Background: an optimization exercise with open tools, aiming at small area, a short achievable clock period and few clock cycles per item. Do not read the settings as production practice.
The RTL was checked by simulation tests, not by an equivalence proof against the original design.
Power is estimated from default activity; no workload was simulated.

## flow/design.v (module list and top-level ports; edited modules follow where they fit)
// module fa: 4 lines
// module ha: 4 lines
// module reciprocal: 23 lines
// module imc: 1267 lines
module imc
  #(parameter INPUT_W = 16,
    parameter OUTPUT_W = 16)
(
    input  logic                   clk,
    input  logic                   rst_n,
    input  logic                   start,
    input  logic [INPUT_W-1:0]     aIn,
    input  logic [INPUT_W-1:0]     bIn,
    input  logic [INPUT_W-1:0]     cIn,
    input  logic [INPUT_W-1:0]     dIn,
    output logic                   ready,
    output logic [OUTPUT_W-1:0]    aOut,
    output logic [OUTPUT_W-1:0]    bOut,
    output logic [OUTPUT_W-1:0]    cOut,
    output logic [OUTPUT_W-1:0]    dOut,
    output logic                   aOut_sign,
    output logic                   bOut_sign,
    output logic                   cOut_sign,
    output logic                   dOut_sign
);
  // ...
==> flow/run.sh <==
#!/bin/bash
# synth_recipe.tcl (not shown) runs the flow's synth.tcl, then flattens the netlist and writes it again
# the make line also repeats each setting of config.mk as NAME=value (left out here)
make -C /OpenROAD-flow-scripts/flow DESIGN_CONFIG=/design/flow/config.mk WORK_HOME=/design/flow/orfs CLKGATE_MAP_FILE= SYNTH_SCRIPT=/design/flow/synth_recipe.tcl finish
==> flow/config.mk <==
export PLATFORM = sky130hd
export DESIGN_NAME = imc
export DESIGN_NICKNAME = imc
export VERILOG_FILES = /design/flow/design.v
export SDC_FILE = /design/flow/constraint.sdc
export NUM_CORES = 4
export LEC_CHECK = 0
export CAP_MARGIN = 20
export CORE_MARGIN = 2
export CORE_UTILIZATION = 60
export SETUP_SLACK_MARGIN = 4
export SLEW_MARGIN = 20
export SYNTH_HIERARCHICAL = 1
==> flow/constraint.sdc <==
create_clock -name core_clock -period 11.0 [get_ports {clk}]
set_input_delay 2.2000 -clock core_clock [delete_from_list [all_inputs] [get_ports {clk}]]
set_output_delay 2.2000 -clock core_clock [all_outputs]
set_load 0.01 [all_outputs]
==> key figures, run 1 <==
Outcome
  – Status: no timing/DRC/antenna violations

Clock network
  – Max clock buf depth: 2
  – Clock Sinks: 71
  – CTS tree: yes

Power
  – Clock Power: 0.300 mW
  – Comb power: 6.95 mW
  – VDD IR-drop max: 0.436 mV
  – Internal cell power: 3.96 mW
  – Combinational share of power: 0.873
  – Design Power: 7.97 mW
  – Top power consumer group: combinational logic

Route
  – DR WL met3: 6700 um

Timing
  – Post-Route Setup TNS: 0 ns
  – Min Clock Period, post-route: 8.90 ns
  – Slew @ Worst Pin: 1.24 ns

Synthesis
  – Synth Area in Compound Gates: 0.0708
  – Top_reg_cell synth: edfxtp_1
  – Mapped Avg Cell Area: 10.1 um2
  – Most common cell in the synthesized netlist: fa_1

GRT
  – Pin count of the biggest net entering global routing: 71
  – Met3 Resource Use GR: 0.0622
  – Most Used Layer, Global Route: met2
  – GR Layer Usage met2: 0.630
  – Vias in the first global route: 19719

Critical path
  – Critical path's slowest cell: fa_2
  – Crit start category: register

Cells and area
  – Seq Cell Count: 71
  – Layout cells sized above 1: 0.225
  – Footprint of the multi-input gates: 20900 um2
  – Largest register FFs: 17
  – Commonest non-fill, non-tap cells in the layout: 541 x fa_1, 537 x nand2_1, 151 x buf_4
  – Final instance area: 28300 um2
  – Seq/total area: 0.0752
  – Biggest Area Class: multi-input gates

Floorplan
  – Well tap count: 511
Testbench counts, summed over its fixed seeds: cycles 3,200, items 3,200.
==> run 2: changes to the inputs <==
--- a/flow/design.v
+++ b/flow/design.v
@@ -999,60 +999,63 @@
   assign dx = {1'b1, t939, t937, t934, t932, t931, t928, t926, t924, t923, t920, t918, t916, t915, t911, t908, t907};
   assign dy = {t940, t938, t936, t935, t933, t930, t929, t927, t925, t922, t921, t919, t917, t914, t913, t910, tcy_bc};
   assign cp = tcy_ad;
   logic [15:0] nA, nB, nC, nD;
   assign nA = -dIn;
   assign nB = -bIn;
   assign nC = -cIn;
   assign nD = -aIn;
+  logic [16:0] dxr, dyr;
+  logic [4:0]  lo;
+  assign dxr = {1'b0, dx[15], dx[14], dx[13], dx[12], dx[11], dx[10], dx[9], dx[8], dx[7], dx[6], dx[5], dx[4], dx[3], ~dx[2], ~dx[1], ~dx[0]};
+  assign dyr = {dy[16], dy[15], dy[14], dy[13], dy[12], dy[11], dy[10], dy[9], dy[8], dy[7], dy[6], dy[5], dy[4], ~dy[3], ~dy[2], ~dy[1], dy[0]};
+  assign lo  = ~({1'b0, dxr[3:0]} + {1'b0, dyr[3:0]} + {4'd0, ~cp});
   logic        ready_r;
-  logic [16:0] dx_r, dy_r;
-  logic        cp_r;
+  logic [16:4] dx_r, dy_r;
+  logic [4:0]  lo_r;
   logic [7:0]  mA_r, mB_r, mC_r, mD_r;
   logic        sA_r, sB_r, sC_r, sD_r;
   always_ff @(posedge clk or negedge rst_n) begin
     if (!rst_n) ready_r <= 1'b0;
     else        ready_r <= 1'b1;
   end
   always_ff @(posedge clk) begin
     if (start) begin
-      dx_r <= dx;
-      dy_r <= dy;
-      cp_r <= cp;
+      dx_r <= dx[16:4];
+      dy_r <= dy[16:4];
+      lo_r <= lo;
       mA_r <= dIn[15] ? nA[15:8] : dIn[15:8];
       mB_r <= bIn[15] ? nB[15:8] : bIn[15:8];
       mC_r <= cIn[15] ? nC[15:8] : cIn[15:8];
       mD_r <= aIn[15] ? nD[15:8] : aIn[15:8];
       sA_r <= dIn[15];
       sB_r <= bIn != 16'd0;
       sC_r <= cIn != 16'd0;
       sD_r <= aIn[15];
     end
   end
-  logic [16:0] dr, yr, dv, yv, diff;
+  logic [16:4] dr, yr, dv, yv, dhi;
   logic        det_sign;
-  logic [4:0]  lo;          
   logic [16:4] p, zc, oc;
   logic        all0, all1;
   logic [8:0]  r, rpos, rneg;
-  assign dr       = {1'b0, dx_r[15], dx_r[14], dx_r[13], dx_r[12], dx_r[11], dx_r[10], dx_r[9], dx_r[8], dx_r[7], dx_r[6], dx_r[5], dx_r[4], dx_r[3], ~dx_r[2], ~dx_r[1], ~dx_r[0]};
-  assign yr       = {dy_r[16], dy_r[15], dy_r[14], dy_r[13], dy_r[12], dy_r[11], dy_r[10], dy_r[9], dy_r[8], dy_r[7], dy_r[6], dy_r[5], dy_r[4], ~dy_r[3], ~dy_r[2], ~dy_r[1], dy_r[0]};
+  assign dr       = {1'b0, dx_r[15], dx_r[14], dx_r[13], dx_r[12], dx_r[11], dx_r[10], dx_r[9], dx_r[8], dx_r[7], dx_r[6], dx_r[5], dx_r[4]};
+  assign yr       = {dy_r[16], dy_r[15], dy_r[14], dy_r[13], dy_r[12], dy_r[11], dy_r[10], dy_r[9], dy_r[8], dy_r[7], dy_r[6], dy_r[5], dy_r[4]};
   assign dv       = ~dr;
   assign yv       = ~yr;
-  assign diff     = ~(dr + yr + {16'd0, ~cp_r});
-  assign det_sign = diff[16];
-  assign lo       = ~({1'b0, dr[3:0]} + {1'b0, yr[3:0]} + {4'd0, ~cp_r});
+  assign dhi      = ~(dr + yr + {12'd0, ~lo_r[4]});
+  assign det_sign = dhi[16];
   assign p  = dv[16:4] ^ yv[16:4];
-  assign zc = {dv[15:4] | yv[15:4], lo[4]};
-  assign oc = {dv[15:4] & yv[15:4], lo[4]};
+  assign zc = {dv[15:4] | yv[15:4], lo_r[4]};
+  assign oc = {dv[15:4] & yv[15:4], lo_r[4]};
   assign all0 = (p == zc);
   assign all1 = (~p == oc);
-  reciprocal u_rpos (.x(lo[3:0]), .y(rpos));
-  reciprocal u_rneg (.x(-lo[3:0]), .y(rneg));
+  reciprocal u_rpos (.x(lo_r[3:0]), .y(rpos));
+  reciprocal u_rneg (.x(-lo_r[3:0]), .y(rneg));
   assign r = ({9{all0}} & rpos) | ({9{all1}} & rneg);
   logic [15:0] oax, oay, obx, oby, ocx, ocy, odx, ody;
   wire oa_1, oa_2;
   fa u_oa_1 (.a(~(mA_r[0] & r[4])), .b(~(mA_r[1] & r[3])), .c(1'b1), .s(oa_1), .co(oa_2));
   wire oa_3, oa_4;
   fa u_oa_3 (.a(~(mA_r[1] & r[4])), .b(~(mA_r[2] & r[3])), .c(~(mA_r[3] & r[2])), .s(oa_3), .co(oa_4));
   wire oa_5, oa_6;
   fa u_oa_5 (.a(~(mA_r[4] & r[1])), .b(~(mA_r[5] & r[0])), .c(1'b1), .s(oa_5), .co(oa_6));
==> flow/config.mk (replaced) <==
export PLATFORM = sky130hd
export DESIGN_NAME = imc
export DESIGN_NICKNAME = imc
export VERILOG_FILES = /design/flow/design.v
export SDC_FILE = /design/flow/constraint.sdc
export NUM_CORES = 4
export LEC_CHECK = 0
export CAP_MARGIN = 20
export CORE_MARGIN = 2
export CORE_UTILIZATION = 60
export SETUP_SLACK_MARGIN = 3
export SLEW_MARGIN = 20
export SYNTH_HIERARCHICAL = 1
==> key figures, run 2 <==
Outcome
  – Status: no timing/DRC/antenna violations (unchanged)

Timing
  – Hold_ws: 1.99 ns (about the same)
  – Setup WS post-layout: 2.87 ns (was 2.10 ns)
  – Final Slew Violations: 0 (unchanged)
  – Period utilisation layout: 0.739 (was 0.809)
  – Final Hold Viols: 0 (unchanged)
  – Slew @ Worst Pin: 0.881 ns (was 1.24 ns)
  – RSZ-0062 raised after global routing: true (unchanged)
  – Min Clock Period, post-route: 8.13 ns (was 8.90 ns)
  – Fmax: 123 MHz (was 112 MHz)
  – Final Setup Violations: 0 (unchanged)
  – Post-Route Setup TNS: 0 ns (unchanged)
  – Normalized max-slew margin: 0.411 (was 0.174)

Power
  – Cell Pwr Density: 266 nW/um2 (was 282 nW/um2)
  – Design Power: 6.97 mW (was 7.97 mW)
  – VDD IR-drop max: 0.988 mV (was 0.436 mV)
  – Leak: 10.2 nW (was 11.0 nW)

Cells and area
  – Largest register FFs: 13 (was 17)
  – Layout cells sized above 1: 0.129 (was 0.225)
  – Commonest non-fill, non-tap cells in the layout: 559 x fa_1, 542 x nand2_1, 145 x inv_1 (was 541 x fa_1, 537 x nand2_1, 151 x buf_4)
  – Footprint of the multi-input gates: 20400 um2 (was 20900 um2)
  – Fin nets: 3140 (was 3262)
  – N_diodes: 0 (was 1)
  – Final cell utilization of the core: 0.712 (was 0.756)
  – Most common cell after layout, fill and taps aside: fa_1 (unchanged)
  – Largest Register: dy_r (unchanged)
  – Fillers: 2721 (was 2547)
  – Register area: 2010 um2 (was 2130 um2)
  – Area grow syn2layout: 16.2% (was 25.0%)

Synthesis
  – Dominant cell type by area after synthesis: fa_1 (unchanged)
  – Most common cell in the synthesized netlist: fa_1 (unchanged)
  – Ys async rst share: 0.0149 (was 0.0141)
  – Largest cells by area after synthesis: fa_1 51%, nand2_1 9.3%, edfxtp_1 8.8% (was fa_1 50%, edfxtp_1 9.3%, nand2_1 9.3%)
  – Yosys warning count: 8 (unchanged)
  – Share of Yosys cell area claimed by the top area cell type: 0.507 (was 0.504)
  – Seq/Total Area, Yosys: 0.0891 (was 0.0940)
  – Cells after Synth: 2241 (was 2232)
  – Mapped Avg Cell Area: 10.1 um2 (about the same)
  – Synth cell types: 60 (was 64)
  – Post-Synthesis Cell Area: 22500 um2 (was 22600 um2)
  – Post-synth top cells: 570 x fa_1, 559 x nand2_1, 145 x inv_1 (was 570 x fa_1, 559 x nand2_1, 139 x inv_1)
  – EDFF count, synth: 66 (was 70)
  – Flops & latches, synth: 67 (was 71)
  – Top_reg_cell synth: edfxtp_1 (unchanged)

Critical path
  – CP endpoint: cOut[14] (was aOut[15])
  – CP arrival: 5.93 ns (was 6.70 ns)
  – Required time of the critical path: 8.80 ns (about the same)
  – Crit Path Class: reg -> out (unchanged)
  – Worst Setup End Kind: output port (unchanged)
  – Crit path top cell by count: fa_1
  – Worst-path cell chain: ha_2, fa_1, nand4b_1, nor4_4, buf_6, a22o_4, buf_12, buf_12, nand2_1, fa_1, fa_1, fa_1, ha_4, or3_4, o2111ai_4, a31oi_4, o21a_1, nor3b_2, xnor2_2, buf_2 (was fa_2, fa_2, inv_2, ha_4, xnor2_4, buf_4, mux2i_2, nor2_2, a22o_4, buf_6, a22o_1, a221oi_4, fa_1, fa_1, ha_2, or3_4, o21a_1, a21o_1, a21o_1, a211o_1, o311ai_2, o31ai_2, buf_2)
  – Critical path's slowest cell: fa_1 (was fa_2)
  – Crit-path max FO: 8 (was 14)
  – Max incr delay on CP: 0.53 ns (was 0.60 ns)
  – CP startpoint: dr[10]$_DFFE_PP_ (was cp_r$_DFFE_PP_)
  – Combined buffer and inverter count along the critical path: 4 (unchanged)
  – CP top delay family: adder cells (unchanged)
  – Crit start category: register (unchanged)
  – Crit. path cell count: 20 (was 23)

GRT
  – Pin count of the biggest net entering global routing: 67 (was 71)
  – Global-route wire length before repair: 106000 um (was 110000 um)
  – GRT Total Usage: 0.358 (was 0.374)
  – Initial antenna violation count: 2 (unchanged)
  – Vias in the first global route: 19331 (was 19719)
  – GRT overflow: 0 (unchanged)

Place
  – I/O Buffers: 135 (unchanged)
  – Final HPWL DP: 48300 um (was 48900 um)
  – GPL Wtd Cong: 0.936 (was 0.894)
  – Worst slack, placed: 1.85 ns (was 1.32 ns)

Floorplan
  – Die X: 198 um (about the same)
  – Die ar.: 39100 um2 (was 39300 um2)
  – Height of the die: 198 um (about the same)
  – Core area: 36800 um2 (was 37400 um2)
  – Core Rows: 70 (was 71)
  – Initial core utilization: 0.612 (was 0.605)
  – Num ports: 136 (unchanged)

Worst hold path
  – Worst Hold Class: in -> async (unchanged)

Clock network
  – Clock transition at path regs: 0.06 ns (about the same)
  – CTS tree: yes (unchanged)
  – Clock Sinks: 67 (was 71)
  – Total CTS buffers: 9 (unchanged)
  – Max clock buf depth: 2 (unchanged)
  – Hold_buf cts: 0 (unchanged)
  – H-tree levels: 3 (unchanged)
  – CTS root buffer: clkbuf_16 (unchanged)

Route
  – Drt total wl: 69200 um (was 73500 um)
  – Drc violations: 0 (unchanged)
  – Via/cell ratio: 6.30 (was 6.18)
  – Post-route ant nets: 0 (unchanged)
  – DRT Pass-1 Iters: 9 (unchanged)
  – Starting DRC count in detailed routing: 1625 (was 1849)
  – DR WL/cell: 24.2 um (was 24.3 um)
  – Vias: 17995 (was 18685)

Run
  – Reported max-cap violation count: 0 (unchanged)
[run 2: changes by cell type after synthesis, sizes merged, moves of 5 or more]
cell / delta
a21oi: +11
a22oi: -10
buf: -6
clkbuf: +8
inv: +6
nand3: -6
nor4: -5
o2111ai: +5
xnor2: -8
xor2: +15
[run 2: cell families (layout without fill, tap and decap cells)]
kind of cell / Yosys count / count (layout) / share of synthesized area
compound gates: 213 / 216 / 0.0687
xor+xnor: 101 / 101 / 0.0393
fa+ha+maj: 689 / 689 / 0.573
buf+inv: 323 / 404 / 0.0562
flops: 67 / 67 / 0.0891
mux: 8 / 8 / 0.00478
other cells: 1 / 65 / 0.000166
simple gates: 839 / 839 / 0.169
[run 2: worst min-delay path by stage]
stage | startpoint | end | slack (ns) | depth (start not counted)
floorplan | rst_n | ready_r$_DFF_PN0_ | 1.90 | 0
global placement | rst_n | ready_r$_DFF_PN0_ | 2.35 | 1
detailed placement | rst_n | ready_r$_DFF_PN0_ | 2.35 | 1
CTS | rst_n | ready_r$_DFF_PN0_ | 1.99 | 1
global route | rst_n | ready_r$_DFF_PN0_ | 1.99 | 1
finish | rst_n | ready_r$_DFF_PN0_ | 1.99 | 1
[run 2: power by group]
group / switching, mW / internal, mW
combinational: 3.35 / 2.57
clock: 0.121 / 0.156
sequential: 0.0892 / 0.685
[run 2: layout make-up]
| class | instances | area share |
|---|---|---|
| timing repair buffer | 243 | 0.0902 |
| multi-input combinational | 1918 | 0.779 |
| tap | 468 | 0.0224 |
| sequential | 67 | 0.0767 |
| clock buffer | 9 | 0.00860 |
| inverter | 145 | 0.0208 |
| clock inverter | 7 | 0.00220 |
[run 2: metal layers]
layer,up-vias,routed length (um),global-route usage
met4,2,3140,0.150
li1,7352,-,-
met3,224,5920,0.0504
met2,1110,34100,0.603
met1,9307,26100,0.470
met5,-,12,0
[run 2: through the flow]
step | instances | area [um2]
after floorplan | 2305 | 22800
after global placement | 2770 | 24300
after detailed placement | 2770 | 24300
after CTS | 2825 | 25300
after global routing | 2857 | 26200
final | 2857 | 26200
[run 2: modules after synthesis, one instance, submodules excluded]
module / cells / copies in the design / cell area, um2
imc: 1618 / 1 / 10800
reciprocal: 30 / 2 / 254
fa: 1 / 558 / 20.0
ha: 1 / 5 / 12.5
[run 2: timing repair]
action,in CTS,in global routing
resized for setup,180,233
gates cloned,4,3
setup buffers,35,29
endpoints found under the setup margin,48,36
pin swaps,32,78
Testbench counts of run 2, summed over its fixed seeds: cycles 3,200, items 3,200.
==> run 3: changes to the inputs <==
--- a/flow/config.mk
+++ b/flow/config.mk
@@ -6,4 +6,5 @@
 export NUM_CORES = 4
 export LEC_CHECK = 0
+export ABC_CLOCK_PERIOD_IN_PS = 5000
 export CAP_MARGIN = 20
 export CORE_MARGIN = 2
==> key figures, run 3 <==
Critical path
  – Worst Setup End Kind: output port (unchanged)
  – Required time of the critical path: 8.80 ns (about the same)
  – Combined buffer and inverter count along the critical path: 4 (unchanged)
  – Max incr delay on CP: 0.53 ns (about the same)
  – CP arrival: 5.93 ns (about the same)
  – Crit start category: register (unchanged)
  – Critical path's slowest cell: fa_1 (unchanged)
  – Worst-path cell chain: ha_2, fa_1, nand4b_1, nor4_4, buf_6, a22o_4, buf_12, buf_12, nand2_1, fa_1, fa_1, fa_1, ha_4, or3_4, o2111ai_4, a31oi_4, o21a_1, nor3b_2, xnor2_2, buf_2 (unchanged)
  – Crit-path max FO: 8 (unchanged)
  – Crit path top cell by count: fa_1 (unchanged)
  – CP top delay family: adder cells (unchanged)
  – Crit Path Class: reg -> out (unchanged)

Power
  – Leak: 10.2 nW (unchanged)
  – Combinational share of power: 0.849 (about the same)
  – Psw: 3.56 mW (unchanged)
  – Cell Pwr Density: 266 nW/um2 (unchanged)
  – Sw Share: 0.511 (unchanged)
  – Internal cell power: 3.41 mW (unchanged)
  – Clock power frac: 0.040 (about the same)
  – VDD IR-drop max: 0.988 mV (unchanged)
  – Sequential share of power: 0.111 (about the same)

Cells and area
  – Largest Register: dy_r (unchanged)
  – Area grow syn2layout: 16.2% (unchanged)
  – Commonest non-fill, non-tap cells in the layout: 559 x fa_1, 542 x nand2_1, 145 x inv_1 (unchanged)
  – Footprint of the multi-input gates: 20400 um2 (unchanged)
  – Fin nets: 3140 (unchanged)
  – Layout cells sized above 1: 0.129 (unchanged)
  – Final instance area: 26200 um2 (unchanged)
  – N_diodes: 0 (unchanged)
  – Most common cell after layout, fill and taps aside: fa_1 (unchanged)
  – Fillers: 2721 (unchanged)
  – Register area: 2010 um2 (unchanged)
  – Largest register FFs: 13 (unchanged)

Clock network
  – Total CTS buffers: 9 (unchanged)
  – H-tree levels: 3 (unchanged)
  – Max clock buf depth: 2 (unchanged)
  – CTS tree: yes (unchanged)
  – CTS root buffer: clkbuf_16 (unchanged)
  – Clock transition at path regs: 0.06 ns (about the same)
  – Clock Sinks: 67 (unchanged)

Synthesis
  – EDFF count, synth: 66 (unchanged)
  – Flops & latches, synth: 67 (unchanged)
  – Post-Synthesis Cell Area: 22500 um2 (unchanged)
  – Yosys warning count: 8 (unchanged)
  – Dominant cell type by area after synthesis: fa_1 (unchanged)
  – Largest cells by area after synthesis: fa_1 51%, nand2_1 9.3%, edfxtp_1 8.8% (unchanged)
  – Seq/Total Area, Yosys: 0.0891 (unchanged)
  – Mapped Avg Cell Area: 10.1 um2 (unchanged)
  – Cells after Synth: 2241 (unchanged)
  – Ys async rst share: 0.0149 (unchanged)
  – Share of Yosys cell area claimed by the top area cell type: 0.507 (unchanged)
  – Most common cell in the synthesized netlist: fa_1 (unchanged)
  – Post-synth top cells: 570 x fa_1, 559 x nand2_1, 145 x inv_1 (unchanged)
  – Synth cell types: 60 (unchanged)
  – Top_reg_cell synth: edfxtp_1 (unchanged)

Timing
  – Post-Route Setup TNS: 0 ns (unchanged)
  – Slew @ Worst Pin: 0.881 ns (unchanged)
  – Period utilisation layout: 0.739 (unchanged)
  – Min Clock Period, post-route: 8.13 ns (unchanged)
  – Final Setup Violations: 0 (unchanged)
  – Normalized max-slew margin: 0.411 (unchanged)
  – Final Hold Viols: 0 (unchanged)
  – Fmax: 123 MHz (unchanged)
  – Final Slew Violations: 0 (unchanged)
  – RSZ-0062 raised after global routing: true (unchanged)

GRT
  – Global-route wire length before repair: 106000 um (unchanged)
  – GRT overflow: 0 (unchanged)
  – GRT Total Usage: 0.358 (unchanged)
  – Vias in the first global route: 19331 (unchanged)
  – Pin count of the biggest net entering global routing: 67 (unchanged)
  – Initial antenna violation count: 2 (unchanged)

Floorplan
  – Core Rows: 70 (unchanged)
  – Height of the die: 198 um (unchanged)
  – Initial core utilization: 0.612 (unchanged)
  – Num ports: 136 (unchanged)
  – Core area: 36800 um2 (unchanged)
  – Die ar.: 39100 um2 (unchanged)
  – Die X: 198 um (unchanged)

Place
  – Final HPWL DP: 48300 um (unchanged)
  – I/O Buffers: 135 (unchanged)
  – Post-Place Cell Area: 24300 um2 (unchanged)
  – GPL Wtd Cong: 0.936 (unchanged)

Route
  – DR WL/cell: 24.2 um (unchanged)
  – Via/cell ratio: 6.30 (unchanged)
  – Post-route ant nets: 0 (unchanged)
  – Drt total wl: 69200 um (unchanged)
  – Drc violations: 0 (unchanged)
  – Starting DRC count in detailed routing: 1625 (unchanged)
  – Vias: 17995 (unchanged)
  – DRT Pass-1 Iters: 9 (unchanged)

Worst hold path
  – Worst Hold Class: in -> async (unchanged)

Run
  – Reported max-cap violation count: 0 (unchanged)

Outcome
  – Status: no timing/DRC/antenna violations (unchanged)
run 3: power by group through the flow:
| stage | clock network (mW) | logic [mW] | registers, mW |
|---|---|---|---|
| after floorplan | 0 | 3.67 | 0.734 |
| after global placement | 0 | 5.57 | 0.776 |
| after detailed placement | 0 | 5.72 | 0.780 |
| after CTS | 0.279 | 5.85 | 0.764 |
| after global routing | 0.290 | 6.52 | 0.780 |
| final | 0.277 | 5.92 | 0.774 |
run 3: per-module statistics from Yosys (local to each module, per instance):
| module | cells inside | flops+latches | times used | cell area, um2 |
|---|---|---|---|---|
| imc | 1618 | 67 | 1 | 10800 |
| reciprocal | 30 | 0 | 2 | 254 |
| fa | 1 | 0 | 558 | 20.0 |
| ha | 1 | 0 | 5 | 12.5 |
run 3: what timing repair did:
item	CTS	global route
hold buffers	0	0
cloned	4	3
pin swaps	32	78
resized for setup	180	233
setup buffers	35	29
endpoints found under the setup margin	48	36
run 3: cell families (layout without fill, tap and decap cells):
family          Yosys count  count (layout)  synth area share
other cells               1              65          0.000166
buf+inv                 323             404            0.0562
compound gates          213             216            0.0687
mux                       8               8           0.00478
flops                    67              67            0.0891
fa+ha+maj               689             689             0.573
simple gates            839             839             0.169
xor+xnor                101             101            0.0393
run 3: final timing paths:
kind	cells after the start	start	endpoint	slack (ns)
max in group asynchronous	1	rst_n	ready_r$_DFF_PN0_	8.91
min in group core_clock	2	dIn[14]	mA_r[7]$_SDFFCE_PN0P_	2.36
worst min-delay path	1	rst_n	ready_r$_DFF_PN0_	1.99
worst max-delay path	20	dr[10]$_DFFE_PP_	cOut[14]	2.87
run 3: final cells by class:
class                      instances  share of cell area
multi-input combinational       1918               0.779
clock inverter                     7             0.00220
timing repair buffer             243              0.0902
tap                              468              0.0224
sequential                        67              0.0767
inverter                         145              0.0208
clock buffer                       9             0.00860
run 3: per-layer routing:
layer  up-vias  GRT usage  part of all wire  routed length, um
met1      9307      0.470              0.38              26100
met4         2      0.150             0.045               3140
met3       224     0.0504             0.086               5920
met2      1110      0.603              0.49              34100
met5         -          0           0.00017                 12
li1       7352          -                 -                  -
run 3: per-stage QoR:
stage                     std cells  power [mW]  setup slack [ns]  utilization  hold WS, ns
after detailed placement       2770        6.50              1.85        0.660         2.35
after global routing           2857        7.59              2.68        0.712         1.99
after CTS                      2825        6.89              2.96        0.688         1.99
final                          2857        6.97              2.87        0.712         1.99
after floorplan                2305        4.41              3.19            -         1.90
after global placement         2770        6.35              2.02        0.660         2.35

## what the ideal ports hide
In the flow no input, the clock included, has a driving cell. The finished layouts below were timed again as built, in two steps.
Step 1 sets driving cells, clkbuf_16 on the clock port and buf_2 on the other inputs (assumed; they add their load-dependent delay and slew).
Step 2, shift: input delay + t, output delay - t, t = (earliest + latest rising clock arrival at the registers) / 2. This alone moves slack from input paths to output paths.
Slacks: ideal / step 1 / step 2; pairs: ideal / step 1.
run | t (ns) | setup WS [ns] | worst setup path after step 2 | cell pins on the clock port's net
run 1 | 0.390 | 2.105 / 2.058 / 2.447 | register to output | 1
run 2 | 0.386 | 2.875 / 2.829 / 2.718 | input to register | 1
run 3 | 0.386 | 2.875 / 2.829 / 2.718 | input to register | 1
After both steps every run listed still meets setup and hold.
